From an optimization exercise on the open Yosys and OpenROAD flow, aimed at small area; shortcuts taken in it are not production practice.
At most, simulation tests tie the RTL to the original design; equivalence was not proved.
No functional check of the RTL was part of runs 2 and 3.
No activity file was given, so power comes from the tool's default toggle rates.

File: design/flow/flow/run.sh
#!/bin/bash
set -euo pipefail
export BUFFER_PORTS_ARGS="-buffer_cell sky130_fd_sc_hd__buf_1"
bash standard.sh > standard.log 2>&1
File: design/flow/standard.sh
#!/bin/bash
# synth_recipe.tcl (not shown) runs the flow's synth.tcl, then flattens the netlist and writes it again
# the make line also repeats each setting of config.mk as NAME=value (left out here)
make -C /OpenROAD-flow-scripts/flow DESIGN_CONFIG=/design/flow/config.mk WORK_HOME=/design/flow/orfs CLKGATE_MAP_FILE= SYNTH_SCRIPT=/design/flow/synth_recipe.tcl "${@:-finish}"
File: design/flow/config.mk
export PLATFORM = sky130hd
export DESIGN_NAME = top_module_d11
export DESIGN_NICKNAME = top_module_d11
export VERILOG_FILES = /design/flow/design.v
export SDC_FILE = /design/flow/constraint.sdc
export NUM_CORES = 4
export LEC_CHECK = 0
export ABC_AREA = 1
export CAP_MARGIN = 20
export CORE_MARGIN = 2
export CORE_UTILIZATION = 40
export SETUP_SLACK_MARGIN = 0.1
export SLEW_MARGIN = 20
File: design/flow/constraint.sdc
create_clock -name core_clock -period 6.0 [get_ports {i_clk}]
set_input_delay 1.2000 -clock core_clock [delete_from_list [all_inputs] [get_ports {i_clk}]]
set_output_delay 1.2000 -clock core_clock [all_outputs]
set_load 0.01 [all_outputs]
File: design/flow/design.v
module M0_Share1(
    i_in1,
    o_out1
);
input wire [0:15] i_in1;
output wire [0:15] o_out1;
assign o_out1[ 0] = i_in1[4] ^ i_in1[ 8] ^ i_in1[12];
assign o_out1[ 1] = i_in1[1] ^ i_in1[ 9] ^ i_in1[13];
assign o_out1[ 2] = i_in1[2] ^ i_in1[ 6] ^ i_in1[14];
assign o_out1[ 3] = i_in1[3] ^ i_in1[ 7] ^ i_in1[11];
assign o_out1[ 4] = i_in1[0] ^ i_in1[ 4] ^ i_in1[ 8];
assign o_out1[ 5] = i_in1[5] ^ i_in1[ 9] ^ i_in1[13];
assign o_out1[ 6] = i_in1[2] ^ i_in1[10] ^ i_in1[14];
assign o_out1[ 7] = i_in1[3] ^ i_in1[ 7] ^ i_in1[15];
assign o_out1[ 8] = i_in1[0] ^ i_in1[ 4] ^ i_in1[12];
assign o_out1[ 9] = i_in1[1] ^ i_in1[ 5] ^ i_in1[ 9];
assign o_out1[10] = i_in1[6] ^ i_in1[10] ^ i_in1[14];
assign o_out1[11] = i_in1[3] ^ i_in1[11] ^ i_in1[15];
assign o_out1[12] = i_in1[0] ^ i_in1[ 8] ^ i_in1[12];
assign o_out1[13] = i_in1[1] ^ i_in1[ 5] ^ i_in1[13];
assign o_out1[14] = i_in1[2] ^ i_in1[ 6] ^ i_in1[10];
assign o_out1[15] = i_in1[7] ^ i_in1[11] ^ i_in1[15];
endmodule
module M1_Share1(
    i_in1,
    o_out1
);
input wire [0:15] i_in1;
output wire [0:15] o_out1;
assign o_out1[ 0] = i_in1[0] ^ i_in1[ 4] ^ i_in1[ 8];
assign o_out1[ 1] = i_in1[5] ^ i_in1[ 9] ^ i_in1[13];
assign o_out1[ 2] = i_in1[2] ^ i_in1[10] ^ i_in1[14];
assign o_out1[ 3] = i_in1[3] ^ i_in1[ 7] ^ i_in1[15];
assign o_out1[ 4] = i_in1[0] ^ i_in1[ 4] ^ i_in1[12];
assign o_out1[ 5] = i_in1[1] ^ i_in1[ 5] ^ i_in1[ 9];
assign o_out1[ 6] = i_in1[6] ^ i_in1[10] ^ i_in1[14];
assign o_out1[ 7] = i_in1[3] ^ i_in1[11] ^ i_in1[15];
assign o_out1[ 8] = i_in1[0] ^ i_in1[ 8] ^ i_in1[12];
assign o_out1[ 9] = i_in1[1] ^ i_in1[ 5] ^ i_in1[13];
assign o_out1[10] = i_in1[2] ^ i_in1[ 6] ^ i_in1[10];
assign o_out1[11] = i_in1[7] ^ i_in1[11] ^ i_in1[15];
assign o_out1[12] = i_in1[4] ^ i_in1[ 8] ^ i_in1[12];
assign o_out1[13] = i_in1[1] ^ i_in1[ 9] ^ i_in1[13];
assign o_out1[14] = i_in1[2] ^ i_in1[ 6] ^ i_in1[14];
assign o_out1[15] = i_in1[3] ^ i_in1[ 7] ^ i_in1[11];
endmodule
module Mprime_cir(
    in,
    out
);
input wire [0:63] in;
output wire [0:63] out;
M0_Share1 m00_Share1(
    .i_in1 (in[0:15]),
    .o_out1 (out[0:15])
);
M1_Share1 m10_Share1(
    .i_in1 (in[16:31]),
    .o_out1 (out[16:31])
);
M1_Share1 m11_Share1(
    .i_in1 (in[32:47]),
    .o_out1 (out[32:47])
);
M0_Share1 m01_Share1(
    .i_in1 (in[48:63]),
    .o_out1 (out[48:63])
);
endmodule
module affine_2sh(
    in1,
    in2,
    out1,
    out2
);
parameter N=64;
input wire [N - 1 : 0] in1;
input wire [N - 1 : 0] in2;
output wire [N - 1 : 0] out1;
output wire [N - 1 : 0] out2;
genvar i;
generate
for (i=0; i<16; i= i + 1) begin : SHARE1
    affine_share1 sh1(
        .i_in1 (in1[3 + i * 4  : i * 4]),
        .o_out1 (out1[3 + i * 4  : i * 4])
    );
end
endgenerate
generate
for (i=0; i<16; i= i + 1) begin : SHARE2
    affine_share2 sh2(
        .i_in2 (in2[3 + i * 4  : i * 4]),
        .o_out2 (out2[3 + i * 4  : i * 4])
    );
end
endgenerate
endmodule
module affine_share1 (
    i_in1,
    o_out1
);        
    input wire [0:3] i_in1;
    output wire [0:3] o_out1;
    wire x1, w1, v1, u1;
    assign x1 = i_in1[0];
    assign w1 = i_in1[1];
    assign v1 = i_in1[2];
    assign u1 = i_in1[3];
    assign o_out1[3] = 1 ^ v1 ;
    assign o_out1[2] = u1 ^ v1 ^ w1 ;
    assign o_out1[1] = 1 ^ x1 ;
    assign o_out1[0] = w1 ;
endmodule
module affine_share2 (
    i_in2,
    o_out2
);         
    input wire [0:3] i_in2;
    output wire [0:3] o_out2;
    wire x2, w2, v2, u2;
    assign x2 = i_in2[0];
    assign w2 = i_in2[1];
    assign v2 = i_in2[2];
    assign u2 = i_in2[3];
    assign o_out2[3] = v2 ;
    assign o_out2[2] = u2 ^ v2 ^ w2 ;
    assign o_out2[1] = x2 ;
    assign o_out2[0] = w2 ;
endmodule
module inv_sr_2sh(
    in1,
    in2,
    out1,
    out2
);
    parameter N = 64;
    input wire [N - 1 : 0] in1;
    input wire [N - 1 : 0] in2;
    output wire [N - 1 : 0] out1;
    output wire [N - 1 : 0] out2;
    inv_sr_cir sh1(
        .in   (in1),
        .out (out1)
    );
    inv_sr_cir sh2(
        .in   (in2),
        .out (out2)
    );
endmodule
module inv_sr_cir(
    in,
    out
);
input wire [0 : 63] in;
output wire [0 : 63] out;
genvar  i;
generate
  for  ( i  =  0 ;  i  <  16 ;  i  =  i + 1 )
    begin  :  mix
       assign  out[((20*i) % 64):((20*i) % 64) + 3] = in[i*4 : i*4 + 3];
    end
endgenerate
endmodule
module mprime_cir_2sh(
    in1,
    in2,
    out1,
    out2
);
    parameter N = 64;
    input wire [N - 1 : 0] in1;
    input wire [N - 1 : 0] in2;
    output wire [N - 1 : 0] out1;
    output wire [N - 1 : 0] out2;
    Mprime_cir sh1(
        .in   (in1),
        .out (out1)
    );
    Mprime_cir sh2(
        .in   (in2),
        .out (out2)
    );
endmodule
module mux_cir(
    sel,
    a,
    b,
    out
);
parameter N = 64;
input wire sel;
input wire [N - 1 : 0] a;
input wire [N - 1 : 0] b;
output wire [N - 1 : 0] out;
assign out = sel? a : b;
endmodule
module mux_cir_2sh(
    sel,
    a1,
    a2,
    b1,
    b2,
    out1,
    out2
);
    parameter N = 64;
    input wire sel;
    input wire [N - 1 : 0] a1;
    input wire [N - 1 : 0] a2;
    input wire [N - 1 : 0] b1;
    input wire [N - 1 : 0] b2;
    output wire [N - 1 : 0] out1;
    output wire [N - 1 : 0] out2;
    mux_cir sh1(
        .sel (sel),
        .a   (a1),
        .b   (b1),
        .out (out1)
    );
    mux_cir sh2(
        .sel (sel),
        .a   (a2),
        .b   (b2),
        .out (out2)
    );
endmodule
module out_key_share_flip(
    in_key,
    out_key
);
input wire [63 : 0] in_key;
output wire [63 : 0] out_key;
assign out_key = {in_key[0], in_key[63 : 2], in_key[1] ^ in_key[63]};
endmodule
module s (
  in1,
  in2,
  out1,
  out2,
  out3,
  out4
);
    input wire [3:0] in1;
    input wire [3:0] in2;
    output wire [7:0] out1;
    output wire [7:0] out2;
    output wire [7:0] out3;
    output wire [7:0] out4;
    s_bit1 sb1_inst (
      .in1 (in1),
      .in2 (in2),
      .out (out1)
    );
    s_bit2 sb2_inst (
      .in1 (in1),
      .in2 (in2),
      .out (out2)
    );
    s_bit3 sb3_inst (
      .in1 (in1),
      .in2 (in2),
      .out (out3)
    );
    s_bit4 sb4_inst (
      .in1 (in1),
      .in2 (in2),
      .out (out4)
    );
endmodule
module s_bit1 (
  in1,
  in2,
  out
);
    input wire [3:0] in1;
    input wire [3:0] in2;
    output wire [7:0] out;
    wire x1, y1, z1, w1;
    wire x2, y2, z2, w2;
    assign x1 = in1[3];
    assign x2 = in2[3];
    assign y1 = in1[2];
    assign y2 = in2[2];
    assign z1 = in1[1];
    assign z2 = in2[1];
    assign w1 = in1[0];
    assign w2 = in2[0];
    s_bit1_sh1 s_bit11_inst (
      .w1 (w1),
      .z1 (z1),
      .y1 (y1),
      .x1 (x1),
      .out1 (out[0])
    );
    s_bit1_sh2 s_bit12_inst (
      .w2 (w2),
      .z2 (z2),
      .y1 (y1),
      .x1 (x1),
      .out2 (out[1])
    );
    s_bit1_sh3 s_bit13_inst (
      .y2 (y2),
      .z1 (z1),
      .w2 (w2),
      .x1 (x1),
      .out3 (out[2])
    );
    s_bit1_sh4 s_bit14_inst (
      .y2 (y2),
      .w1 (w1),
      .z2 (z2),
      .out4 (out[3])
    );
    s_bit1_sh5 s_bit15_inst (
      .x2 (x2),
      .w2 (w2),
      .y1 (y1),
      .z1 (z1),
      .out5 (out[4])
    );
    s_bit1_sh6 s_bit16_inst (
      .x2 (x2),
      .w1 (w1),
      .y1 (y1),
      .z2 (z2),
      .out6 (out[5])
    );
    s_bit1_sh7 s_bit17_inst (
      .x2 (x2),
      .y2 (y2),
      .w1 (w1),
      .z1 (z1),
      .out7 (out[6])
    );
    s_bit1_sh8 s_bit18_inst (
      .y2 (y2),
      .w2 (w2),
      .z2 (z2),
      .out8 (out[7])
    );
endmodule
module s_bit1_sh1 (
  w1,
  z1,
  y1,
  x1,
  out1
);
    input wire w1;
    input wire z1;
    input wire y1;
    input wire x1;
    output wire out1;
    assign out1 = 1'b1 ^ y1 ^ x1 ^ z1 & w1 ^ y1 & z1 ^ x1 & w1 ^ x1 & y1 ^ y1 & z1 & w1 ;
endmodule
module s_bit1_sh2 (
  w2,
  z2,
  y1,
  x1,
  out2
);
    input wire w2;
    input wire z2;
    input wire y1;
    input wire x1;
    output wire out2;
    assign out2 = z2 & w2 ^ y1 & z2 ^ x1 & w2 ^ y1 & z2 & w2 ;
endmodule
module s_bit1_sh3 (
  y2,
  z1,
  w2,
  x1,
  out3
);
    input wire y2;
    input wire z1;
    input wire w2;
    input wire x1;
    output wire out3;
    assign out3 = y2 ^ z1 & w2 ^ y2 & z1 ^ x1 & y2 ^ y2 & z1 & w2 ;
endmodule
module s_bit1_sh4 (
  y2,
  w1,
  z2,
  out4
);
    input wire y2;
    input wire w1;
    input wire z2;
    output wire out4;
    assign out4 = z2 & w1 ^ y2 & z2 ^ y2 & z2 & w1 ;
endmodule
module s_bit1_sh5 (
  x2,
  w2,
  y1,
  z1,
  out5
);
    input wire x2;
    input wire w2;
    input wire y1;
    input wire z1;
    output wire out5;
    assign out5 = x2 ^ x2 & w2 ^ x2 & y1 ^ y1 & z1 & w2 ;
endmodule
module s_bit1_sh6 (
  x2,
  w1,
  y1,
  z2,
  out6
);
    input wire x2;
    input wire w1;
    input wire y1;
    input wire z2;
    output wire out6;
    assign out6 = x2 & w1 ^ y1 & z2 & w1 ;
endmodule
module s_bit1_sh7 (
  x2,
  y2,
  w1,
  z1,
  out7
);
    input wire x2;
    input wire y2;
    input wire w1;
    input wire z1;
    output wire out7;
    assign out7 = x2 & y2 ^ y2 & z1 & w1 ;
endmodule
module s_bit1_sh8 (
  y2,
  w2,
  z2,
  out8
);
    input wire y2;
    input wire w2;
    input wire z2;
    output wire out8;
    assign out8 = y2 & z2 & w2 ;
endmodule
module s_bit2 (
  in1,
  in2,
  out
);
    input wire [3:0] in1;
    input wire [3:0] in2;
    output wire [7:0] out;
    wire x1, y1, z1, w1;
    wire x2, y2, z2, w2;
    assign x1 = in1[3];
    assign x2 = in2[3];
    assign y1 = in1[2];
    assign y2 = in2[2];
    assign z1 = in1[1];
    assign z2 = in2[1];
    assign w1 = in1[0];
    assign w2 = in2[0];
    s_bit2_sh1 s_bit21_inst (
      .w1 (w1),
      .z1 (z1),
      .y1 (y1),
      .x1 (x1),
      .out1 (out[0])
    );
    s_bit2_sh2 s_bit22_inst (
      .w2 (w2),
      .y1 (y1),
      .z2 (z2),
      .x1 (x1),
      .out2 (out[1])
    );
    s_bit2_sh3 s_bit23_inst (
      .y2 (y2),
      .w2 (w2),
      .z1 (z1),
      .x1 (x1),
      .out3 (out[2])
    );
    s_bit2_sh4 s_bit24_inst (
      .y2 (y2),
      .w1 (w1),
      .z2 (z2),
      .x1 (x1),
      .out4 (out[3])
    );
    s_bit2_sh5 s_bit25_inst (
      .x2 (x2),
      .z1 (z1),
      .y1 (y1),
      .w2 (w2),
      .out5 (out[4])
    );
    s_bit2_sh6 s_bit26_inst (
      .x2 (x2),
      .w1 (w1),
      .z2 (z2),
      .y1 (y1),
      .out6 (out[5])
    );
    s_bit2_sh7 s_bit27_inst (
      .x2 (x2),
      .y2 (y2),
      .w1 (w1),
      .z1 (z1),
      .out7 (out[6])
    );
    s_bit2_sh8 s_bit28_inst (
      .x2 (x2),
      .y2 (y2),
      .w2 (w2),
      .z2 (z2),
      .out8 (out[7])
    );
endmodule
module s_bit2_sh1 (
  w1,
  z1,
  y1,
  x1,
  out1
);
    input wire w1;
    input wire z1;
    input wire y1;
    input wire x1;
    output wire out1;
    assign out1 = 1'b1 ^ y1 & w1 ^ y1 & z1 ^ x1 & z1 ^ y1 & z1 & w1 ^ x1 & y1 & z1 ;
endmodule
module s_bit2_sh2 (
  w2,
  y1,
  z2,
  x1,
  out2
);
    input wire w2;
    input wire y1;
    input wire z2;
    input wire x1;
    output wire out2;
    assign out2 = y1 & w2 ^ y1 & z2 ^ x1 & z2 ^ y1 & z2 & w2 ^ x1 & y1 & z2 ;
endmodule
module s_bit2_sh3 (
  y2,
  w2,
  z1,
  x1,
  out3
);
    input wire y2;
    input wire w2;
    input wire z1;
    input wire x1;
    output wire out3;
    assign out3 = y2 & w2 ^ y2 & z1 ^ y2 & z1 & w2 ^ x1 & y2 & z1 ;
endmodule
module s_bit2_sh4 (
  y2,
  w1,
  z2,
  x1,
  out4
);
    input wire y2;
    input wire w1;
    input wire z2;
    input wire x1;
    output wire out4;
    assign out4 = y2 & w1 ^ y2 & z2 ^ y2 & z2 & w1 ^ x1 & y2 & z2 ;
endmodule
module s_bit2_sh5 (
  x2,
  z1,
  y1,
  w2,
  out5
);
    input wire x2;
    input wire z1;
    input wire y1;
    input wire w2;
    output wire out5;
    assign out5 = x2 & z1 ^ y1 & z1 & w2 ^ x2 & y1 & z1 ;
endmodule
module s_bit2_sh6 (
  x2,
  w1,
  z2,
  y1,
  out6
);
    input wire x2;
    input wire w1;
    input wire z2;
    input wire y1;
    output wire out6;
    assign out6 = x2 & z2 ^ y1 & z2 & w1 ^ x2 & y1 & z2 ;
endmodule
module s_bit2_sh7 (
  x2,
  y2,
  w1,
  z1,
  out7
);
    input wire x2;
    input wire y2;
    input wire w1;
    input wire z1;
    output wire out7;
    assign out7 = y2 & z1 & w1 ^ x2 & y2 & z1 ;
endmodule
module s_bit2_sh8 (
  x2,
  y2,
  w2,
  z2,
  out8
);
    input wire x2;
    input wire y2;
    input wire w2;
    input wire z2;
    output wire out8;
    assign out8 = y2 & z2 & w2 ^ x2 & y2 & z2 ;
endmodule
module s_bit3 (
  in1,
  in2,
  out
);
    input wire [3:0] in1;
    input wire [3:0] in2;
    output wire [7:0] out;
    wire x1, y1, z1, w1;
    wire x2, y2, z2, w2;
    assign x1 = in1[3];
    assign x2 = in2[3];
    assign y1 = in1[2];
    assign y2 = in2[2];
    assign z1 = in1[1];
    assign z2 = in2[1];
    assign w1 = in1[0];
    assign w2 = in2[0];
    s_bit3_sh1 s_bit31_inst (
      .w1 (w1),
      .z1 (z1),
      .y1 (y1),
      .x1 (x1),
      .out1 (out[0])
    );
    s_bit3_sh2 s_bit32_inst (
      .w2 (w2),
      .z2 (z2),
      .y1 (y1),
      .x1 (x1),
      .out2 (out[1])
    );
    s_bit3_sh3 s_bit33_inst (
      .y2 (y2),
      .z1 (z1),
      .w2 (w2),
      .x1 (x1),
      .out3 (out[2])
    );
    s_bit3_sh4 s_bit34_inst (
      .y2 (y2),
      .w1 (w1),
      .z2 (z2),
      .x1 (x1),
      .out4 (out[3])
    );
    s_bit3_sh5 s_bit35_inst (
      .x2 (x2),
      .w2 (w2),
      .z1 (z1),
      .y1 (y1),
      .out5 (out[4])
    );
    s_bit3_sh6 s_bit36_inst (
      .x2 (x2),
      .w1 (w1),
      .z2 (z2),
      .y1 (y1),
      .out6 (out[5])
    );
    s_bit3_sh7 s_bit37_inst (
      .x2 (x2),
      .y2 (y2),
      .w1 (w1),
      .z1 (z1),
      .out7 (out[6])
    );
    s_bit3_sh8 s_bit38_inst (
      .x2 (x2),
      .y2 (y2),
      .w2 (w2),
      .z2 (z2),
      .out8 (out[7])
    );
endmodule
module s_bit3_sh1 (
  w1,
  z1,
  y1,
  x1,
  out1
);
    input wire w1;
    input wire z1;
    input wire y1;
    input wire x1;
    output wire out1;
    assign out1 = w1 ^ x1 ^ z1 & w1 ^ x1 & w1 ^ x1 & z1 ^ x1 & z1 & w1 ^ x1 & y1 & z1 ;
endmodule
module s_bit3_sh2 (
  w2,
  z2,
  y1,
  x1,
  out2
);
    input wire w2;
    input wire z2;
    input wire y1;
    input wire x1;
    output wire out2;
    assign out2 = w2 ^ z2 & w2 ^ x1 & w2 ^ x1 & z2 ^ x1 & z2 & w2 ^ x1 & y1 & z2 ;
endmodule
module s_bit3_sh3 (
  y2,
  z1,
  w2,
  x1,
  out3
);
    input wire y2;
    input wire z1;
    input wire w2;
    input wire x1;
    output wire out3;
    assign out3 = z1 & w2 ^ x1 & z1 & w2 ^ x1 & y2 & z1 ;
endmodule
module s_bit3_sh4 (
  y2,
  w1,
  z2,
  x1,
  out4
);
    input wire y2;
    input wire w1;
    input wire z2;
    input wire x1;
    output wire out4;
    assign out4 = z2 & w1 ^ x1 & z2 & w1 ^ x1 & y2 & z2 ;
endmodule
module s_bit3_sh5 (
  x2,
  w2,
  z1,
  y1,
  out5
);
    input wire x2;
    input wire w2;
    input wire z1;
    input wire y1;
    output wire out5;
    assign out5 = x2 ^ x2 & w2 ^ x2 & z1 ^ x2 & z1 & w2 ^ x2 & y1 & z1 ;
endmodule
module s_bit3_sh6 (
  x2,
  w1,
  z2,
  y1,
  out6
);
    input wire x2;
    input wire w1;
    input wire z2;
    input wire y1;
    output wire out6;
    assign out6 = x2 & w1 ^ x2 & z2 ^ x2 & z2 & w1 ^ x2 & y1 & z2 ;
endmodule
module s_bit3_sh7 (
  x2,
  y2,
  w1,
  z1,
  out7
);
    input wire x2;
    input wire y2;
    input wire w1;
    input wire z1;
    output wire out7;
    assign out7 = x2 & z1 & w1 ^ x2 & y2 & z1 ;
endmodule
module s_bit3_sh8 (
  x2,
  y2,
  w2,
  z2,
  out8
);
    input wire x2;
    input wire y2;
    input wire w2;
    input wire z2;
    output wire out8;
    assign out8 = x2 & z2 & w2 ^ x2 & y2 & z2 ;
endmodule
module s_bit4 (
  in1,
  in2,
  out
);
    input wire [3:0] in1;
    input wire [3:0] in2;
    output wire [7:0] out;
    wire x1, y1, z1, w1;
    wire x2, y2, z2, w2;
    assign x1 = in1[3];
    assign x2 = in2[3];
    assign y1 = in1[2];
    assign y2 = in2[2];
    assign z1 = in1[1];
    assign z2 = in2[1];
    assign w1 = in1[0];
    assign w2 = in2[0];
    s_bit4_sh1 s_bit41_inst (
      .w1 (w1),
      .z1 (z1),
      .y1 (y1),
      .x1 (x1),
      .out1 (out[0])
    );
    s_bit4_sh2 s_bit42_inst (
      .w2 (w2),
      .z2 (z2),
      .y1 (y1),
      .x1 (x1),
      .out2 (out[1])
    );
    s_bit4_sh3 s_bit43_inst (
      .y2 (y2),
      .z1 (z1),
      .w2 (w2),
      .x1 (x1),
      .out3 (out[2])
    );
    s_bit4_sh4 s_bit44_inst (
      .y2 (y2),
      .w1 (w1),
      .z2 (z2),
      .x1 (x1),
      .out4 (out[3])
    );
    s_bit4_sh5 s_bit45_inst (
      .x2 (x2),
      .z1 (z1),
      .y1 (y1),
      .w2 (w2),
      .out5 (out[4])
    );
    s_bit4_sh6 s_bit46_inst (
      .x2 (x2),
      .w1 (w1),
      .y1 (y1),
      .z2 (z2),
      .out6 (out[5])
    );
    s_bit4_sh7 s_bit47_inst (
      .x2 (x2),
      .y2 (y2),
      .w1 (w1),
      .z1 (z1),
      .out7 (out[6])
    );
    s_bit4_sh8 s_bit48_inst (
      .x2 (x2),
      .y2 (y2),
      .w2 (w2),
      .z2 (z2),
      .out8 (out[7])
    );
endmodule
module s_bit4_sh1 (
  w1,
  z1,
  y1,
  x1,
  out1
);
    input wire w1;
    input wire z1;
    input wire y1;
    input wire x1;
    output wire out1;
    assign out1 = 1'b1 ^ z1 ^ x1 ^ y1 & z1 ^ x1 & y1 ^ y1 & z1 & w1 ^ x1 & z1 & w1 ^ x1 & y1 & w1 ;
endmodule
module s_bit4_sh2 (
  w2,
  z2,
  y1,
  x1,
  out2
);
    input wire w2;
    input wire z2;
    input wire y1;
    input wire x1;
    output wire out2;
    assign out2 = z2 ^ y1 & z2 ^ y1 & z2 & w2 ^ x1 & z2 & w2 ^ x1 & y1 & w2 ;
endmodule
module s_bit4_sh3 (
  y2,
  z1,
  w2,
  x1,
  out3
);
    input wire y2;
    input wire z1;
    input wire w2;
    input wire x1;
    output wire out3;
    assign out3 = y2 & z1 ^ x1 & y2 ^ y2 & z1 & w2 ^ x1 & z1 & w2 ^ x1 & y2 & w2 ;
endmodule
module s_bit4_sh4 (
  y2,
  w1,
  z2,
  x1,
  out4
);
    input wire y2;
    input wire w1;
    input wire z2;
    input wire x1;
    output wire out4;
    assign out4 = y2 & z2 ^ y2 & z2 & w1 ^ x1 & z2 & w1 ^ x1 & y2 & w1 ;
endmodule
module s_bit4_sh5 (
  x2,
  z1,
  y1,
  w2,
  out5
);
    input wire x2;
    input wire z1;
    input wire y1;
    input wire w2;
    output wire out5;
    assign out5 = x2 ^ x2 & y1 ^ y1 & z1 & w2 ^ x2 & z1 & w2 ^ x2 & y1 & w2 ;
endmodule
module s_bit4_sh6 (
  x2,
  w1,
  y1,
  z2,
  out6
);
    input wire x2;
    input wire w1;
    input wire y1;
    input wire z2;
    output wire out6;
    assign out6 = y1 & z2 & w1 ^ x2 & z2 & w1 ^ x2 & y1 & w1 ;
endmodule
module s_bit4_sh7 (
  x2,
  y2,
  w1,
  z1,
  out7
);
    input wire x2;
    input wire y2;
    input wire w1;
    input wire z1;
    output wire out7;
    assign out7 = x2 & y2 ^ y2 & z1 & w1 ^ x2 & z1 & w1 ^ x2 & y2 & w1 ;
endmodule
module s_bit4_sh8 (
  x2,
  y2,
  w2,
  z2,
  out8
);
    input wire x2;
    input wire y2;
    input wire w2;
    input wire z2;
    output wire out8;
    assign out8 = y2 & z2 & w2 ^ x2 & z2 & w2 ^ x2 & y2 & w2 ;
endmodule
module sbox_rmsk (
    in1,
    in2,
    in3,
    in4,
    in_rand,
    out1,
    out2,
    out3,
    out4
);
input wire [7 : 0] in1;
input wire [7 : 0] in2;
input wire [7 : 0] in3;
input wire [7 : 0] in4;
input wire [11 : 0] in_rand;
output wire [7 : 0] out1;
output wire [7 : 0] out2;
output wire [7 : 0] out3;
output wire [7 : 0] out4;
wire [2 : 0] r1;
wire [2 : 0] r2;
wire [2 : 0] r3;
wire [2 : 0] r4;
wire [2 : 0] r1_inv;
wire [2 : 0] r2_inv;
wire [2 : 0] r3_inv;
wire [2 : 0] r4_inv;
assign r1 = in_rand[2 : 0];
assign r2 = in_rand[5 : 3];
assign r3 = in_rand[8 : 6];
assign r4 = in_rand[11 : 9];
assign r1_inv = {r1[0],r1[1],r1[2]};
assign r2_inv = {r2[0],r2[1],r2[2]};
assign r3_inv = {r3[0],r3[1],r3[2]};
assign r4_inv = {r4[0],r4[1],r4[2]};
  assign out1 = {in1[7], in1[6:4] ^ r1, in1[3:1] ^ r1_inv, in1[0]};
  assign out2 = {in2[7], in2[6:4] ^ r2, in2[3:1] ^ r2_inv, in2[0]};
  assign out3 = {in3[7], in3[6:4] ^ r3, in3[3:1] ^ r3_inv, in3[0]};
  assign out4 = {in4[7], in4[6:4] ^ r4, in4[3:1] ^ r4_inv, in4[0]};
endmodule
module share_reg(
    i_clk,
    i_d,
    o_q
);
input wire i_clk;
input wire i_d;
output wire o_q;
reg state;
always @(posedge i_clk )
begin
        state <= i_d;
end
assign o_q = state;
endmodule
module sr_2sh(
    in1,
    in2,
    out1,
    out2
);
    parameter N = 64;
    input wire [N - 1 : 0] in1;
    input wire [N - 1 : 0] in2;
    output wire [N - 1 : 0] out1;
    output wire [N - 1 : 0] out2;
    sr_cir sh1(
        .in   (in1),
        .out (out1)
    );
    sr_cir sh2(
        .in   (in2),
        .out (out2)
    );
endmodule
module sr_cir(
    in,
    out
);
input wire [0 : 63] in;
output wire [0 : 63] out;
genvar  i;
generate
  for  ( i  =  0 ;  i  <  16 ;  i  =  i + 1 )
    begin  :  mix
       assign  out[((52*i) % 64):((52*i) % 64) + 3] = in[i*4 : i*4 + 3];
    end
endgenerate
endmodule
module xor_cir(
    a,
    b,
    out
);
parameter N = 64;
input wire [N - 1 : 0] a;
input wire [N - 1 : 0] b;
output wire [N - 1 : 0] out;
assign out = a ^ b;
endmodule
module xor_cir4(
    in1,
    in2,
    in3,
    in4,
    out
);
parameter N = 1;
input wire [N - 1 : 0] in1;
input wire [N - 1 : 0] in2;
input wire [N - 1 : 0] in3;
input wire [N - 1 : 0] in4;
output wire [N - 1 : 0] out;
  assign out = in1 ^ in2 ^ in3 ^ in4;
endmodule
module xor_cir_2sh(
    a1,
    a2,
    b1,
    b2,
    out1,
    out2
);
    parameter N = 64;
    input wire [N - 1 : 0] a1;
    input wire [N - 1 : 0] a2;
    input wire [N - 1 : 0] b1;
    input wire [N - 1 : 0] b2;
    output wire [N - 1 : 0] out1;
    output wire [N - 1 : 0] out2;
    xor_cir sh1(
        .a   (a1),
        .b   (b1),
        .out (out1)
    );
    xor_cir sh2(
        .a   (a2),
        .b   (b2),
        .out (out2)
    );
endmodule
module top_module_d11(
    i_clk,
    i_reset,
    i_start,
    i_load,
    i_enc_dec,
    i_pt1,
    i_pt2,
    i_key1,
    i_key2,
    i_r,
    o_ct1,
    o_ct2,
    o_done
);
input  i_start;
input  i_clk;
input  i_reset;
input  i_enc_dec;
input  i_load;
input  [191 : 0] i_r;
input  [63 : 0] i_pt1;
input  [63 : 0] i_pt2;
input  [127 : 0] i_key1;
input  [127 : 0] i_key2;
output wire [63 : 0] o_ct1;
output wire [63 : 0] o_ct2;
output wire o_done;
localparam [2:0] P_IDLE = 3'd0, P_W0 = 3'd1, P_SP = 3'd2, P_MX = 3'd3,
                 P_SRF = 3'd4, P_SRB = 3'd5, P_WT = 3'd6, P_BP = 3'd7;
reg [2:0] phase;
reg [3:0] rnd;
reg [4:0] cnt;
reg [3:0] c16;
reg [4:0] c17;
reg       dec;
reg       done_reg;
reg [3:0] s1 [0:15];    
reg [3:0] s2 [0:15];
reg [3:0] ka1 [0:15];   
reg [3:0] ka2 [0:15];
reg [3:0] kb1 [0:16];   
reg [3:0] kb2 [0:16];
wire idle  = (phase == P_IDLE);
wire ld    = idle & i_load;
reg  busy;              
wire sh    = ~(i_load & ~busy);
wire st_sp = (phase == P_SP);
wire st_bp = (phase == P_BP);
wire st_mx = (phase == P_MX);
wire st_sr = (phase == P_SRF) | (phase == P_SRB);
reg sr_big;
always @(*) begin
    case (cnt[3:0])
        4'd1, 4'd2, 4'd3: sr_big = 1'b1;
        4'd6:             sr_big = 1'b1;
        4'd7, 4'd11:      sr_big = (phase == P_SRF);
        4'd5, 4'd9:       sr_big = (phase == P_SRB);
        default:          sr_big = 1'b0;
    endcase
end
wire mx_h   = st_mx & (cnt[2:0] == 3'd0);
wire mx_big = st_mx & (cnt[2:0] != 3'd0) & (cnt[2:0] <= 3'd4);
wire mh_off = cnt[4] ^ cnt[3];
wire big    = st_sp | st_bp | mx_big | (st_sr & sr_big);
wire hi_rnd = (rnd > 4'd5);
wire a_en   = hi_rnd & (st_sp | st_bp);
wire key_en = (st_sp & ~hi_rnd) | st_bp;
wire w_en   = ((rnd == 4'd0) & st_sp) | ((rnd == 4'd11) & st_bp);
wire use_kp = dec ^ (rnd == 4'd11);
wire align  = (c17 == 5'd16);
wire align16 = (c16 == 4'd15);
wire [2:0] rc_m = hi_rnd ? (4'd11 - rnd) : rnd[2:0];
wire       rc_flip = hi_rnd ^ dec;
reg [3:0] rc_tab;
always @(*) begin
    case ({rc_m, c17[3:0]})
        7'd16: rc_tab = 4'h1;
        7'd17: rc_tab = 4'h3;
        7'd18: rc_tab = 4'h1;
        7'd19: rc_tab = 4'h9;
        7'd20: rc_tab = 4'h8;
        7'd21: rc_tab = 4'ha;
        7'd22: rc_tab = 4'h2;
        7'd23: rc_tab = 4'he;
        7'd25: rc_tab = 4'h3;
        7'd26: rc_tab = 4'h7;
        7'd28: rc_tab = 4'h7;
        7'd29: rc_tab = 4'h3;
        7'd30: rc_tab = 4'h4;
        7'd31: rc_tab = 4'h4;
        7'd32: rc_tab = 4'ha;
        7'd33: rc_tab = 4'h4;
        7'd35: rc_tab = 4'h9;
        7'd36: rc_tab = 4'h3;
        7'd37: rc_tab = 4'h8;
        7'd38: rc_tab = 4'h2;
        7'd39: rc_tab = 4'h2;
        7'd40: rc_tab = 4'h2;
        7'd41: rc_tab = 4'h9;
        7'd42: rc_tab = 4'h9;
        7'd43: rc_tab = 4'hf;
        7'd44: rc_tab = 4'h3;
        7'd45: rc_tab = 4'h1;
        7'd46: rc_tab = 4'hd;
        7'd49: rc_tab = 4'h8;
        7'd50: rc_tab = 4'h2;
        7'd51: rc_tab = 4'he;
        7'd52: rc_tab = 4'hf;
        7'd53: rc_tab = 4'ha;
        7'd54: rc_tab = 4'h9;
        7'd55: rc_tab = 4'h8;
        7'd56: rc_tab = 4'he;
        7'd57: rc_tab = 4'hc;
        7'd58: rc_tab = 4'h4;
        7'd59: rc_tab = 4'he;
        7'd60: rc_tab = 4'h6;
        7'd61: rc_tab = 4'hc;
        7'd62: rc_tab = 4'h8;
        7'd63: rc_tab = 4'h9;
        7'd64: rc_tab = 4'h4;
        7'd65: rc_tab = 4'h5;
        7'd66: rc_tab = 4'h2;
        7'd67: rc_tab = 4'h8;
        7'd68: rc_tab = 4'h2;
        7'd69: rc_tab = 4'h1;
        7'd70: rc_tab = 4'he;
        7'd71: rc_tab = 4'h6;
        7'd72: rc_tab = 4'h3;
        7'd73: rc_tab = 4'h8;
        7'd74: rc_tab = 4'hd;
        7'd76: rc_tab = 4'h1;
        7'd77: rc_tab = 4'h3;
        7'd78: rc_tab = 4'h7;
        7'd79: rc_tab = 4'h7;
        7'd80: rc_tab = 4'hb;
        7'd81: rc_tab = 4'he;
        7'd82: rc_tab = 4'h5;
        7'd83: rc_tab = 4'h4;
        7'd84: rc_tab = 4'h6;
        7'd85: rc_tab = 4'h6;
        7'd86: rc_tab = 4'hc;
        7'd87: rc_tab = 4'hf;
        7'd88: rc_tab = 4'h3;
        7'd89: rc_tab = 4'h4;
        7'd90: rc_tab = 4'he;
        7'd91: rc_tab = 4'h9;
        7'd93: rc_tab = 4'hc;
        7'd94: rc_tab = 4'h6;
        7'd95: rc_tab = 4'hc;
        default: rc_tab = 4'h0;
    endcase
end
reg [3:0] rc_alpha;
always @(*) begin
    case (c17[3:0])
        4'd0: rc_alpha = 4'hc;
        4'd1: rc_alpha = 4'h0;
        4'd2: rc_alpha = 4'ha;
        4'd3: rc_alpha = 4'hc;
        4'd4: rc_alpha = 4'h2;
        4'd5: rc_alpha = 4'h9;
        4'd6: rc_alpha = 4'hb;
        4'd7: rc_alpha = 4'h7;
        4'd8: rc_alpha = 4'hc;
        4'd9: rc_alpha = 4'h9;
        4'd10: rc_alpha = 4'h7;
        4'd11: rc_alpha = 4'hc;
        4'd12: rc_alpha = 4'h5;
        4'd13: rc_alpha = 4'h0;
        4'd14: rc_alpha = 4'hd;
        4'd15: rc_alpha = 4'hd;
        default: rc_alpha = 4'h0;
    endcase
end
wire [3:0] rc_nib = rc_tab ^ (rc_flip ? rc_alpha : 4'h0);
function [3:0] aff;    
    input [3:0] n;
    aff = {n[2], n[3], n[0] ^ n[1] ^ n[2], n[1]};
endfunction
wire [3:0] x1 = s1[0];
wire [3:0] x2 = s2[0];
wire [3:0] xa1 = a_en ? (aff(x1) ^ 4'b0101) : x1;
wire [3:0] xa2 = a_en ? aff(x2) : x2;
wire [3:0] kp1 = {ka1[15][0], ka1[0][3:1]} ^ {3'b0, (c17[3:0] == 4'd15) & ka1[1][3]};
wire [3:0] kp2 = {ka2[15][0], ka2[0][3:1]} ^ {3'b0, (c17[3:0] == 4'd15) & ka2[1][3]};
wire [3:0] w1 = use_kp ? kp1 : ka1[0];
wire [3:0] w2 = use_kp ? kp2 : ka2[0];
wire [3:0] xk1 = xa1 ^ (key_en ? (kb1[0] ^ rc_nib) : 4'b0) ^ (w_en ? w1 : 4'b0);
wire [3:0] xk2 = xa2 ^ (key_en ? kb2[0] : 4'b0) ^ (w_en ? w2 : 4'b0);
wire [7:0] so1, so2, so3, so4;
wire [7:0] sm1, sm2, sm3, sm4;
s SBOX (
    .in1 (xk1),
    .in2 (xk2),
    .out1 (so1),
    .out2 (so2),
    .out3 (so3),
    .out4 (so4)
);
sbox_rmsk RMSK (
    .in1 (so1),
    .in2 (so2),
    .in3 (so3),
    .in4 (so4),
    .in_rand (i_r[11 : 0]),
    .out1 (sm1),
    .out2 (sm2),
    .out3 (sm3),
    .out4 (sm4)
);
reg [7:0] p1, p2, p3, p4;
always @(posedge i_clk) begin
    p1 <= sm1;
    p2 <= sm2;
    p3 <= sm3;
    p4 <= sm4;
end
wire [3:0] c1 = {^p4[3:0], ^p3[3:0], ^p2[3:0], ^p1[3:0]};
wire [3:0] c2 = {^p4[7:4], ^p3[7:4], ^p2[7:4], ^p1[7:4]};
wire [3:0] lk1 = st_sp ? c1 : xk1;
wire [3:0] lk2 = st_sp ? c2 : xk2;
function [15:0] mhat;    
    input [15:0] x;
    input        off;
    reg [3:0] col [0:3];
    reg [3:0] t, y;
    integer r, b;
    begin
        col[0] = x[15:12]; col[1] = x[11:8]; col[2] = x[7:4]; col[3] = x[3:0];
        t = col[0] ^ col[1] ^ col[2] ^ col[3];
        for (r = 0; r < 4; r = r + 1) begin
            for (b = 0; b < 4; b = b + 1)
                y[3 - b] = t[3 - b] ^ col[(b - r - off) & 3][3 - b];
            mhat[15 - 4*r -: 4] = y;
        end
    end
endfunction
wire [15:0] my1 = mhat({s1[0], s1[1], s1[2], s1[3]}, mh_off);
wire [15:0] my2 = mhat({s2[0], s2[1], s2[2], s2[3]}, mh_off);
wire [3:0] ld4 = {4{ld}};
wire [3:0] sh4 = {4{sh}};
reg  [3:0] n1 [0:15];
reg  [3:0] n2 [0:15];
integer q;
always @(*) begin
    for (q = 0; q < 16; q = q + 1) begin
        if (mx_h && q < 4) begin
            n1[q] = my1[15 - 4*((q + 1) & 3) -: 4];
            n2[q] = my2[15 - 4*((q + 1) & 3) -: 4];
        end else if ((q & 3) != 3) begin
            n1[q] = s1[q + 1];
            n2[q] = s2[q + 1];
        end else if (!big) begin
            n1[q] = s1[q - 3];
            n2[q] = s2[q - 3];
        end else if (q != 15) begin
            n1[q] = s1[q + 1];
            n2[q] = s2[q + 1];
        end else begin
            n1[q] = lk1;
            n2[q] = lk2;
        end
    end
end
always @(posedge i_clk) begin
    for (q = 0; q < 16; q = q + 1) begin
        s1[q] <= ~((sh4 | i_pt1[63 - 4*q -: 4]) & (ld4 | n1[q]));
        s2[q] <= ~((sh4 | i_pt2[63 - 4*q -: 4]) & (ld4 | n2[q]));
    end
end
always @(posedge i_clk) begin
    for (q = 0; q < 16; q = q + 1) begin
        ka1[q] <= ~((sh4 | i_key1[127 - 4*q -: 4]) & (ld4 | ka1[(q + 1) & 15]));
        ka2[q] <= ~((sh4 | i_key2[127 - 4*q -: 4]) & (ld4 | ka2[(q + 1) & 15]));
        kb1[q] <= ~((sh4 | i_key1[63 - 4*q -: 4]) & (ld4 | kb1[q + 1]));
        kb2[q] <= ~((sh4 | i_key2[63 - 4*q -: 4]) & (ld4 | kb2[q + 1]));
    end
    kb1[16] <= ~kb1[0];
    kb2[16] <= ~kb2[0];
end
always @(posedge i_clk) begin
    if (ld) begin
        c16 <= 4'd0;
        c17 <= 5'd0;
        dec <= i_enc_dec;
    end else begin
        c16 <= c16 + 4'd1;
        c17 <= align ? 5'd0 : c17 + 5'd1;
    end
end
always @(posedge i_clk or posedge i_reset) begin
    if (i_reset) begin
        phase <= P_IDLE;
        done_reg <= 1'b0;
    end else begin
        done_reg <= 1'b0;
        case (phase)
            P_IDLE: if (!i_load && i_start) phase <= P_W0;
            P_W0:   if (align && align16) phase <= P_SP;
            P_SP:   if (cnt == 5'd16) begin
                        if (!hi_rnd) phase <= P_MX;
                        else if (align) phase <= P_BP;
                        else phase <= P_WT;
                    end
            P_MX:   if (cnt == 5'd31) begin
                        if (rnd < 4'd5) phase <= P_SRF;
                        else phase <= P_SP;
                    end
            P_SRF:  if (cnt == 5'd15) begin
                        if (align) phase <= P_SP;
                        else phase <= P_WT;
                    end
            P_SRB:  if (cnt == 5'd15) phase <= P_MX;
            P_WT:   if (cnt[1:0] == 2'd3 && align && (rnd != 4'd11 || align16))
                        phase <= hi_rnd ? P_BP : P_SP;
            P_BP:   if (cnt == 5'd15) begin
                        if (rnd == 4'd11) begin
                            phase <= P_IDLE;
                            done_reg <= 1'b1;
                        end else
                            phase <= P_SRB;
                    end
        endcase
    end
end
always @(posedge i_clk or posedge i_reset) begin
    if (i_reset)
        busy <= 1'b0;
    else if (!busy)
        busy <= i_start & ~i_load;
    else
        busy <= ~(st_bp & (cnt == 5'd15) & (rnd == 4'd11));
end
wire phase_end = (st_sp & (cnt == 5'd16)) | (st_mx & (cnt == 5'd31)) |
                 ((st_sr | st_bp) & (cnt == 5'd15)) |
                 ((phase == P_WT) & (cnt[1:0] == 2'd3) & align & (rnd != 4'd11 || align16)) |
                 ((phase == P_W0) & align & align16);
always @(posedge i_clk) begin
    if (idle) begin
        cnt <= 5'd0;
        rnd <= 4'd0;
    end else begin
        cnt <= phase_end ? 5'd0 : cnt + 5'd1;
        if ((st_mx & (cnt == 5'd31) & (rnd == 4'd5)) |
            ((phase == P_SRF) & (cnt == 5'd15)) |
            (st_bp & (cnt == 5'd15)))
            rnd <= rnd + 4'd1;
    end
end
genvar g;
generate
for (g = 0; g < 16; g = g + 1) begin : OUT
    assign o_ct1[63 - 4*g -: 4] = s1[g];
    assign o_ct2[63 - 4*g -: 4] = s2[g];
end
endgenerate
assign o_done = done_reg;
endmodule
==> results of run 1 <==
==> layer usage <==
| layer | GRT usage (%) | part of all wire, % |
|---|---|---|
| met3 | 7.10 | 8.2 |
| met5 | 0 | 0.021 |
| met1 | 30.2 | 38 |
| met2 | 45.6 | 48 |
| met4 | 16.6 | 6.5 |
==> final cells by class <==
cell class / instances / area, um^2
Antenna cell: 4 / 10.0
Clock buffer: 66 / 1400
Clock inverter: 26 / 329
Fill cell: 4225 / 21400
Inverter: 165 / 638
Multi-Input combinational cell: 1229 / 7150
Sequential cell: 452 / 9080
Tap cell: 585 / 732
Timing Repair Buffer: 540 / 2110
==> worst max-delay path, delay by kind of cell (launching register included) <==
kind | cells | cell delay, ps
adder cells (fa/ha/maj) | 2 | 660
AND/OR/NAND/NOR | 8 | 1090
buffers and inverters | 3 | 320
flip-flops | 1 | 430
XOR/XNOR | 3 | 670
AO/OA/AOI/OAI | 1 | 320
==> metrics by stage <==
stage               area [um^2]  util, %  hold slack (ps)  instances  setup slack [ps]
global placement          19700     46.0              393       2971              2430
CTS                       21400     50.0              412       3063              2440
global route              21400     50.0              420       3066              2120
floorplan                 17300        -              353       1963              3150
finish                    21400     50.0              406       3067              2430
detailed placement        19700     46.0              396       2971              2390
==> cells by family (layout without fill, tap and decap cells) <==
family / Yosys count / after routing / share of synthesized area (%)
xor gates and xnor gates: 99 / 99 / 5.53
other: 0 / 4 / 0
and+or+nand+nor: 479 / 479 / 12.3
muxes: 1 / 1 / 0.0578
AOI/OAI and AO/OA: 623 / 623 / 21.3
DFF: 452 / 452 / 52.4
adders and majority gates: 27 / 27 / 1.95
buffers and inverters: 282 / 797 / 6.44
==> cell usage in the layout, fill, tap and decap left out, types with 11 or more instances in the layout <==
cell type,n
nand2_2,18
buf_1,529
o22ai_1,362
clkbuf_16,51
o21ai_0,155
dfxtp_1,446
o211ai_1,15
nor2_1,59
nand2_1,268
xnor2_1,34
xor2_1,58
nand4_1,13
inv_1,149
a21oi_1,62
ha_1,27
o21ai_1,11
nand3_1,85
clkinv_2,12
==> where the power goes <==
group | switching (uW) | total (uW) | internal, uW
Sequential | 585 | 4460 | 3870
Clock | 1270 | 3190 | 1920
Combinational | 2040 | 3300 | 1260
Total | 3900 | 10900 | 7050
==> worst paths after layout <==
check / start / endpoint / slack [ps]
setup / recovery: rnd[0] / p1[0] / 2430
hold / removal: kb2[0][3] / kb2[16][3] / 410
setup reg to reg: rnd[0] / p1[0] / 2430
hold reg to reg: kb2[0][3] / kb2[16][3] / 410
max in group asynchronous: i_reset / done_reg / 5290
min in group asynchronous: i_reset / busy / 500
==> flow_summary.json, run 1 <==
{
  "setup_viol": 0,
  "synthTopCellsByCount": "dfxtp_1 (446), o22ai_1 (362), nand2_1 (268), o21ai_0 (155), inv_1 (149)",
  "min_period_over_period_pct": 59.5,
  "cp-start-kind": "register",
  "fin_nets": 3046,
  "final_hold_viol_count": 0,
  "die_y_um": 212,
  "hpwl_mm": 46.9,
  "maxCapViolations": 0,
  "start_util_pct": 40.4,
  "drive_above_1_share_pct": 6.70,
  "drc": 0,
  "gr-usage-all-layers_pct": 26.9,
  "syn_inst": 1963,
  "wl_mm": 62.9,
  "rr_worst_depth": 17,
  "hold_depth": 1,
  "area_delta_synth_final_pct": 23.8,
  "end_kind": "register",
  "rsz0062_at_grt": "false",
  "synth-seq-cells": 452,
  "cp_cell_sequence": "inv_1, ha_1, inv_1, nand2_2, nand2_4, nand2_4, inv_4, nand2_4, o21ai_1, xor2_1, nand4_1, nand2_1, ha_1, xor2_1, xor2_1, nand2_1, nand2_1",
  "fin_tns_setup_ps": 0,
  "path_max_fanout": 11,
  "synth_edf_count": 1,
  "p_per_area_nw_per_um2": 510,
  "core-area_um2": 42900,
  "antenna_found_initial": 5,
  "synth_top_cell_area_share_pct": 51.5,
  "yosys.area.top_type": "dfxtp_1",
  "peakVddDrop_mv": 0.253,
  "clock_path_buffers": 3,
  "synth_nets": 2571,
  "synth.area.top_cells": "dfxtp_1 (52%), o22ai_1 (13%), nand2_1 (5.8%)",
  "worst_slew_pin_slew_ps": 1060,
  "yosysMostFrequentCell": "dfxtp_1",
  "min_period_ps": 3570,
  "syn_avg_cell_area_um2": 8.82,
  "grt_pass1_wl_mm": 91.7,
  "clock-skew-final_ps": 13.6,
  "netlist_area_um2": 17300,
  "clk_latency_ps": 580,
  "cts_tree": "done",
  "finalWeightedCongestion": 0.917,
  "path_clk_slew_ps": 60,
  "grt_max_degree": 209,
  "total_power_uw": 10900,
  "vias": 16100,
  "numCtsBuffers": 50,
  "ioPinCount": 710,
  "leakagePower_uw": 0.00886,
  "cp.arrival_ps": 4100,
  "via_per_inst": 5.26,
  "io_buffers": 529,
  "synth_ff_type": "dfxtp_1",
  "cts.sinks": 452,
  "critical_path_class": "reg -> reg",
  "grt_pass1_vias": 15500,
  "slew_viol_final": 0,
  "cpPeakStageDelay_ps": 430,
  "overflow": 0,
  "min_path_type": "reg -> reg",
  "ys_seq_area_share_pct": 52.4,
  "cp.required_ps": 6530,
  "rows": 76,
  "postCtsHoldBufs": 0,
  "status": "no timing/DRC/antenna violations",
  "max_freq_mhz": 280,
  "htree_num_levels": 2,
  "crit_slowest_cell": "dfxtp_1",
  "synth_cell_types": 50,
  "top_regs": "kb1 (68), kb2 (68)",
  "die_area_um2": 45000,
  "slew_headroom_pct": 29.4,
  "ant_nets": 0,
  "firstDrtPassIters": 5,
  "die_w_um": 212,
  "drtIter0Drc": 939,
  "cts_resized": 0,
  "yosys_warnings": 11,
  "wl_per_cell_um": 20.5,
  "async_flop_share_pct": 1.11,
  "postCtsSetupBuffers": 0,
  "root_buffer": "clkbuf_16"
}
==> run 2: changes to the inputs <==
--- a/design/flow/design.v
+++ b/design/flow/design.v
@@ -1183,7 +1183,8 @@
 localparam [2:0] P_IDLE = 3'd0, P_W0 = 3'd1, P_SP = 3'd2, P_MX = 3'd3,
                  P_SRF = 3'd4, P_SRB = 3'd5, P_WT = 3'd6, P_BP = 3'd7;
 reg [2:0] phase;
-reg [3:0] rnd;
+reg       hi;      
+reg [2:0] rm;      
 reg [4:0] cnt;
 reg [3:0] c16;
 reg [4:0] c17;
@@ -1217,14 +1218,17 @@
 wire mx_big = st_mx & (cnt[2:0] != 3'd0) & (cnt[2:0] <= 3'd4);
 wire mh_off = cnt[4] ^ cnt[3];
 wire big    = st_sp | st_bp | mx_big | (st_sr & sr_big);
-wire hi_rnd = (rnd > 4'd5);
+wire hi_rnd = hi;
+wire r_first = ~hi & (rm == 3'd0);
+wire r_last  = hi & (rm == 3'd0);
+wire r_mid   = ~hi & (rm == 3'd5);
 wire a_en   = hi_rnd & (st_sp | st_bp);
 wire key_en = (st_sp & ~hi_rnd) | st_bp;
-wire w_en   = ((rnd == 4'd0) & st_sp) | ((rnd == 4'd11) & st_bp);
-wire use_kp = dec ^ (rnd == 4'd11);
+wire w_en   = (r_first & st_sp) | (r_last & st_bp);
+wire use_kp = dec ^ hi;
 wire align  = (c17 == 5'd16);
 wire align16 = (c16 == 4'd15);
-wire [2:0] rc_m = hi_rnd ? (4'd11 - rnd) : rnd[2:0];
+wire [2:0] rc_m = rm;
 wire       rc_flip = hi_rnd ^ dec;
 reg [3:0] rc_tab;
 always @(*) begin
@@ -1430,8 +1434,8 @@
         kb1[q] <= ~((sh4 | i_key1[63 - 4*q -: 4]) & (ld4 | kb1[q + 1]));
         kb2[q] <= ~((sh4 | i_key2[63 - 4*q -: 4]) & (ld4 | kb2[q + 1]));
     end
-    kb1[16] <= ~kb1[0];
-    kb2[16] <= ~kb2[0];
+    kb1[16] <= kb1[0];
+    kb2[16] <= kb2[0];
 end
 always @(posedge i_clk) begin
     if (ld) begin
@@ -1458,7 +1462,7 @@
                         else phase <= P_WT;
                     end
             P_MX:   if (cnt == 5'd31) begin
-                        if (rnd < 4'd5) phase <= P_SRF;
+                        if (!hi && !r_mid) phase <= P_SRF;
                         else phase <= P_SP;
                     end
             P_SRF:  if (cnt == 5'd15) begin
@@ -1466,10 +1470,10 @@
                         else phase <= P_WT;
                     end
             P_SRB:  if (cnt == 5'd15) phase <= P_MX;
-            P_WT:   if (cnt[1:0] == 2'd3 && align && (rnd != 4'd11 || align16))
+            P_WT:   if (cnt[1:0] == 2'd3 && align && (!r_last || align16))
                         phase <= hi_rnd ? P_BP : P_SP;
             P_BP:   if (cnt == 5'd15) begin
-                        if (rnd == 4'd11) begin
+                        if (r_last) begin
                             phase <= P_IDLE;
                             done_reg <= 1'b1;
                         end else
@@ -1484,22 +1488,25 @@
     else if (!busy)
         busy <= i_start & ~i_load;
     else
-        busy <= ~(st_bp & (cnt == 5'd15) & (rnd == 4'd11));
+        busy <= ~(st_bp & (cnt == 5'd15) & r_last);
 end
 wire phase_end = (st_sp & (cnt == 5'd16)) | (st_mx & (cnt == 5'd31)) |
                  ((st_sr | st_bp) & (cnt == 5'd15)) |
-                 ((phase == P_WT) & (cnt[1:0] == 2'd3) & align & (rnd != 4'd11 || align16)) |
+                 ((phase == P_WT) & (cnt[1:0] == 2'd3) & align & (!r_last || align16)) |
                  ((phase == P_W0) & align & align16);
 always @(posedge i_clk) begin
     if (idle) begin
         cnt <= 5'd0;
-        rnd <= 4'd0;
+        hi <= 1'b0;
+        rm <= 3'd0;
     end else begin
         cnt <= phase_end ? 5'd0 : cnt + 5'd1;
-        if ((st_mx & (cnt == 5'd31) & (rnd == 4'd5)) |
-            ((phase == P_SRF) & (cnt == 5'd15)) |
-            (st_bp & (cnt == 5'd15)))
-            rnd <= rnd + 4'd1;
+        if (st_mx & (cnt == 5'd31) & r_mid)
+            hi <= 1'b1;
+        else if ((phase == P_SRF) & (cnt == 5'd15))
+            rm <= rm + 3'd1;
+        else if (st_bp & (cnt == 5'd15))
+            rm <= rm - 3'd1;
     end
 end
 genvar g;
--- a/design/flow/config.mk
+++ b/design/flow/config.mk
@@ -9,5 +9,8 @@
 export CAP_MARGIN = 20
 export CORE_MARGIN = 2
 export CORE_UTILIZATION = 40
+export CTS_BUF_LIST = sky130_fd_sc_hd__clkbuf_8
+export CTS_CLUSTER_DIAMETER = 60
+export CTS_CLUSTER_SIZE = 20
 export SETUP_SLACK_MARGIN = 0.1
 export SLEW_MARGIN = 20
==> run 2 against run 1 <==
  * Still clean
  * Core utilization shrank 2.3 points
  * Via count grew 0.38%
  * Total power grew 29%
  * Routed wire length grew 3.2%
  * Sequential power grew 26%
  * Worst hold slack lost 42 ps
  * Synthesized cell count grew 2.0%
  * Worst setup slack lost 340 ps
  * Final area shrank 4.6%
  * Non-clock buffer count shrank 2
  * Die area shrank 0.25%
  * Register-to-register slack lost 340 ps
==> flow_summary.json, run 2 <==
{
  "synth-seq-cells": 452,
  "maxCapViolations": 0,
  "synth_cell_types": 47,
  "overflow": 0,
  "cts_resized": 0,
  "clock-skew-final_ps": 47.2,
  "async_flop_share_pct": 1.11,
  "crit_slowest_cell": "dfxtp_1",
  "path_clk_slew_ps": 110,
  "whs_ps": 364,
  "final_common_cell": "buf_1",
  "fin_tns_setup_ps": 0,
  "core-area_um2": 42900,
  "vias": 16200,
  "final_cell_mix": "buf_1 (529), dfxtp_1 (446), o22ai_1 (359)",
  "synth_ff_type": "dfxtp_1",
  "hold_start": "kb2[0][2]",
  "setup_viol": 0,
  "synth-compound-area-share_pct": 21.0,
  "rr_worst_depth": 17,
  "r2r_start": "c17[3]",
  "p_per_area_nw_per_um2": 692,
  "htree_num_levels": 2,
  "min_period_over_period_pct": 65.2,
  "fin_nets": 3068,
  "setup_ws_ps": 2090,
  "syn_inst": 2003,
  "clock_path_buffers": 3,
  "final_hold_viol_count": 0,
  "max_freq_mhz": 256,
  "numCtsBuffers": 39,
  "die_area_um2": 44900,
  "synth_top_family_by_area": "compound AO/OA/AOI/OAI gates",
  "worst_slew_pin_slew_ps": 995,
  "path_max_fanout": 20,
  "syn_avg_cell_area_um2": 8.63,
  "io_buffers": 529,
  "rsz0062_at_grt": "false",
  "cts.sinks": 452,
  "top_regs": "kb1 (68), kb2 (68)",
  "hpwl_mm": 49.4,
  "start_util_pct": 40.3,
  "drive_above_1_share_pct": 4.90,
  "grt_max_degree": 193,
  "status": "no timing/DRC/antenna violations",
  "synth_edf_count": 1,
  "slew_viol_final": 0,
  "synth_nets": 2610,
  "synth.area.top_cells": "dfxtp_1 (52%), o22ai_1 (13%), nand2_1 (7.0%)",
  "design_area_um2": 20500,
  "grt_pass1_vias": 15400,
  "cp_common_cell": "nand2_1",
  "cts_tree": "done",
  "cpPeakStageDelay_ps": 810,
  "yosys_warnings": 11,
  "synthTopCellsByCount": "dfxtp_1 (446), o22ai_1 (359), nand2_1 (323), inv_1 (154), o21ai_0 (149)",
  "regArea_um2": 9080,
  "min_period_ps": 3910,
  "wl_per_cell_um": 21.1,
  "place_ws_ps": 2140,
  "hold_path_end": "kb2[16][2]",
  "rows": 76,
  "clk_latency_ps": 670,
  "critical_path_class": "reg -> reg",
  "synth-xor-area-share_pct": 4.77,
  "yosys.area.top_type": "dfxtp_1",
  "die_w_um": 212,
  "placed_area_um2": 19600,
  "via_per_inst": 5.26,
  "drc": 0,
  "synth_top_cell_area_share_pct": 51.7,
  "timing.rr.end": "p1[0]",
  "postCtsSetupBuffers": 0,
  "multiInputGateArea_um2": 7040,
  "hold_depth": 0,
  "die_y_um": 212,
  "fillCellCount": 4389,
  "synth-simple-area-share_pct": 13.0,
  "wl_mm": 64.9,
  "synth_fa_ha_area_share_pct": 1.93,
  "drtIter0Drc": 1157,
  "r2r_setup_slack_ps": 2090,
  "finalWeightedCongestion": 0.931,
  "cp-start-kind": "register",
  "leakagePower_uw": 0.00838,
  "area_delta_synth_final_pct": 18.4,
  "min_path_type": "reg -> reg",
  "grt_pass1_wl_mm": 93.9,
  "yosysMostFrequentCell": "dfxtp_1",
  "ys_seq_area_share_pct": 52.6,
  "synthMuxAreaShare_pct": 0,
  "postCtsHoldBufs": 0,
  "ioPinCount": 710,
  "netlist_area_um2": 17300,
  "gr-usage-all-layers_pct": 28.0,
  "cp_cell_sequence": "inv_1, a21oi_1, nand2_1, nand2_1, nand2_1, o211ai_1, nand2_1, nand2_1, nand4_1, nand2_1, inv_1, ha_1, xor2_1, nand3b_1, nand2_1, o21ai_1, nand2_1",
  "firstDrtPassIters": 6,
  "antenna_found_initial": 7,
  "post-route-util_pct": 47.7,
  "root_buffer": "clkbuf_8",
  "cp.required_ps": 6550,
  "ant_nets": 0,
  "cp.arrival_ps": 4460,
  "peakVddDrop_mv": 0.325,
  "slew_headroom_pct": 33.7,
  "end_kind": "register"
}
[run 2: critical path: cells and delay by family, from the launching register on]
family,cells,cell delay (ps)
buffers and inverters,2,620
flip-flops,1,810
adder cells (fa/ha/maj),1,330
AND/OR/NAND/NOR,10,1290
AO/OA/AOI/OAI,3,540
XOR/XNOR,1,210
[run 2: through the flow]
stage	total power [uW]	instances
floorplan	9990	2003
global route	15200	3073
global placement	12000	3005
finish	14200	3074
detailed placement	12100	3005
CTS	14200	3073
[run 2: logic make-up (layout without fill, tap and decap cells)]
group                    Yosys count  after routing
XOR/XNOR                          88             88
flip-flops                       452            452
AO/OA/AOI/OAI                    617            617
adder cells (fa/ha/maj)           26             26
AND/OR/NAND/NOR                  531            531
buffers and inverters            289            774
other                              0              1
[run 2: cell type report]
| class | instances | share of cell area, % |
|---|---|---|
| antenna | 1 | 0.0122 |
| clock buffer | 41 | 2.76 |
| clock inverter | 27 | 1.57 |
| inverter | 168 | 3.12 |
| multi-input combinational | 1262 | 34.4 |
| sequential | 452 | 44.4 |
| tap | 585 | 3.58 |
| timing repair buffer | 538 | 10.2 |
[run 2: layer usage]
layer | vias up | routed length [um] | track usage [%] | share of wire (%)
met1 | 7477 | 24700 | 31.8 | 38
met3 | 159 | 5590 | 8.68 | 8.6
met4 | 12 | 4310 | 16.2 | 6.6
met5 | - | 83 | 0 | 0.13
met2 | 659 | 30300 | 46.5 | 47
li1 | 7875 | - | - | -
[run 2: power by group]
group	leakage, uW	switching [uW]	internal, uW	total [uW]
Sequential	0.00383	973	4660	5630
Combinational	0.00410	4180	2340	6520
Clock	0.000456	1230	776	2000
[run 2: how the worst max path moves through the flow]
| stage | end | from |
|---|---|---|
| finish | p1[0] | c17[3] |
| global route | p1[0] | c17[1] |
| CTS | p1[0] | phase[2] |
| detailed placement | p1[0] | phase[2] |
| global placement | p1[0] | c17[3] |
| floorplan | p1[0] | c17[0] |
==> run 3: changes to the inputs <==
--- a/design/flow/config.mk
+++ b/design/flow/config.mk
@@ -9,8 +9,8 @@
 export CAP_MARGIN = 20
 export CORE_MARGIN = 2
 export CORE_UTILIZATION = 40
-export CTS_BUF_LIST = sky130_fd_sc_hd__clkbuf_8
-export CTS_CLUSTER_DIAMETER = 60
-export CTS_CLUSTER_SIZE = 20
+export CTS_BUF_LIST = sky130_fd_sc_hd__clkbuf_4
+export CTS_CLUSTER_DIAMETER = 45
+export CTS_CLUSTER_SIZE = 10
 export SETUP_SLACK_MARGIN = 0.1
 export SLEW_MARGIN = 20
==> run 3 against run 2 <==
  * Still clean on timing, DRC and antenna
  * Combinational power is essentially flat
  * Sequential power is essentially flat
  * Sequential share of layout area grew 0.28 points
  * Flip-flop and latch count is the same
  * Core utilization shrank 0.30 points
  * Worst setup slack gained 30 ps
  * Clock skew grew 4.9 ps
  * Global-route usage is essentially flat
  * Clock power shrank 9%
  * Critical path type unchanged
==> flow_summary.json, run 3 <==
{
  "cts_resized": 0,
  "cp_common_cell": "nand2_1",
  "io_buffers": 529,
  "cp-start-kind": "register",
  "synth_ff_type": "dfxtp_1",
  "overflow": 0,
  "peakVddDrop_mv": 0.274,
  "power.internal_uw": 7730,
  "gr-usage-all-layers_pct": 28.0,
  "cpPeakStageDelay_ps": 640,
  "seq_power_share_pct": 40.3,
  "firstDrtPassIters": 5,
  "top_regs": "kb1 (68), kb2 (68)",
  "synth_cell_types": 47,
  "start_util_pct": 40.3,
  "ys_seq_area_share_pct": 52.6,
  "status": "no timing/DRC/antenna violations",
  "rr_worst_depth": 16,
  "postCtsHoldBufs": 0,
  "placed_area_um2": 19600,
  "drc": 0,
  "area_delta_synth_final_pct": 17.7,
  "wl_met3_mm": 5.70,
  "crit_slowest_cell": "dfrtp_1",
  "critPathCapture": "p1[0]",
  "cts.sinks": 452,
  "swShare_pct": 44.7,
  "clock_path_buffers": 3,
  "path_clk_slew_ps": 110,
  "final_cell_mix": "buf_1 (529), dfxtp_1 (446), o22ai_1 (359)",
  "die_area_um2": 44900,
  "timing.rr.end": "p1[0]",
  "numCtsBuffers": 60,
  "netSwitchingPower_uw": 6240,
  "wl_met2_mm": 30.0,
  "critPathLaunch": "phase[2]",
  "drtIter0Drc": 1085,
  "via_per_inst": 5.26,
  "vias": 16300,
  "ioPinCount": 710,
  "clk_latency_ps": 850,
  "cts_tree": "done",
  "synth-seq-cells": 452,
  "yosys.area.top_type": "dfxtp_1",
  "postCtsSetupBuffers": 0,
  "die_w_um": 212,
  "end_kind": "register",
  "p_per_area_nw_per_um2": 687,
  "netlist_area_um2": 17300,
  "syn_inst": 2003,
  "fillCellCount": 4435,
  "drive_above_1_share_pct": 5.69,
  "antenna_found_initial": 7,
  "die_y_um": 212,
  "synth.area.top_cells": "dfxtp_1 (52%), o22ai_1 (13%), nand2_1 (7.0%)",
  "hpwl_mm": 49.4,
  "ant_nets": 0,
  "top_layer": "met5",
  "grt_pass1_vias": 15800,
  "m1WireLength_mm": 24.8,
  "final_common_cell": "buf_1",
  "synth_top_cell_area_share_pct": 51.7,
  "maxCapViolations": 0,
  "yosys_warnings": 11,
  "r2r_setup_slack_ps": 2120,
  "synth_nets": 2610,
  "post-route-util_pct": 47.4,
  "design_area_um2": 20300,
  "setup_viol": 0,
  "slew_headroom_pct": 34.9,
  "max_freq_mhz": 258,
  "critical_path_class": "reg -> reg",
  "cp_cell_sequence": "inv_1, nand3_1, nand2_1, nand2_1, nand2_1, o21ai_1, xnor2_1, nand4_1, nand2_1, inv_1, ha_1, xor2_1, nand3b_1, nand2_1, o21ai_1, nand2_1",
  "clock-skew-final_ps": 52.0,
  "rsz0062_at_grt": "false",
  "core-area_um2": 42900,
  "grt_pass1_wl_mm": 94.2,
  "power_frac_comb_pct": 46.6,
  "path_buf_inv": 2,
  "root_buffer": "clkbuf_4",
  "yosysMostFrequentCell": "dfxtp_1",
  "htree_num_levels": 2,
  "final_hold_viol_count": 0,
  "wl_mm": 65.3,
  "leakagePower_uw": 0.00835,
  "cp.depth": 16,
  "r2r_start": "phase[2]",
  "worst_slew_pin_slew_ps": 976,
  "async_flop_share_pct": 1.11,
  "crit_family": "simple AND/OR/NAND/NOR gates",
  "synth_edf_count": 1,
  "fin_nets": 3089,
  "grt_max_degree": 193,
  "min_period_ps": 3880,
  "finalWeightedCongestion": 0.931,
  "path_max_fanout": 12,
  "wl_per_cell_um": 21.1,
  "min_period_over_period_pct": 64.7,
  "slew_viol_final": 0,
  "fin_tns_setup_ps": 0,
  "synthTopCellsByCount": "dfxtp_1 (446), o22ai_1 (359), nand2_1 (323), inv_1 (154), o21ai_0 (149)",
  "syn_avg_cell_area_um2": 8.63,
  "cp.required_ps": 6740,
  "pwr-share-clk_pct": 13.1,
  "rows": 76,
  "min_path_type": "in -> async",
  "cp.arrival_ps": 4620
}
-- run 3: area by class of cell --
type	instances	area, um^2	share of cell area, %
Sequential cell	452	9080	44.7
Tap cell	585	732	3.60
Inverter	168	638	3.14
Antenna cell	2	5.00	0.0246
Clock inverter	23	243	1.19
Timing Repair Buffer	538	2080	10.2
Clock buffer	68	510	2.51
Multi-Input combinational cell	1262	7040	34.6
-- run 3: per-layer routing --
layer	GRT usage, %	up-vias
met2	46.4	682
met3	8.84	180
met1	31.1	7497
met5	0	-
met4	18.1	12
li1	-	7938
-- run 3: logic make-up (layout without fill, tap and decap cells) --
kind of cell	after synthesis	in the layout	synth area share (%)
AOI/OAI and AO/OA	617	617	21.0
and+or+nand+nor	531	531	13.0
DFF	452	452	52.6
buffers and inverters	289	797	6.68
xor gates and xnor gates	88	88	4.77
adders and majority gates	26	26	1.93
other	0	2	0
-- run 3: how the worst min path moves through the flow --
stage	cells after the start	slack, ps	to
3_5_place_dp	0	340	kb2[16][2]
5_1_grt	2	250	busy
4_1_cts	2	180	done_reg
2_1_floorplan	0	330	kb2[16][0]
3_3_place_gp	0	350	kb2[16][2]
6_report	2	290	busy
-- run 3: through the flow --
stage	instances	setup slack [ps]	power (uW)	hold slack, ps
6_report	3098	2120	14000	287
5_1_grt	3097	1730	15100	246
4_1_cts	3096	2100	14000	182
3_5_place_dp	3005	2140	12100	343
3_3_place_gp	3005	2160	12000	348
2_1_floorplan	2003	3220	9990	331
-- run 3: power groups by stage --
stage / clock network (uW) / logic (uW) / registers (uW)
detailed placement: 0 / 6450 / 5680
floorplan: 0 / 4500 / 5490
CTS: 1890 / 6480 / 5640
global route: 2000 / 7280 / 5780
global placement: 0 / 6350 / 5670
finish: 1830 / 6510 / 5630

Re-timed with assumed drivers on the ports (clkbuf_16 on the clock, buf_2 on other inputs), run 3 has 2.121 ns of setup slack against 2.121 ns with ideal ports, and 2.121 ns once port delays also move by the mid clock arrival of 0.871 ns.
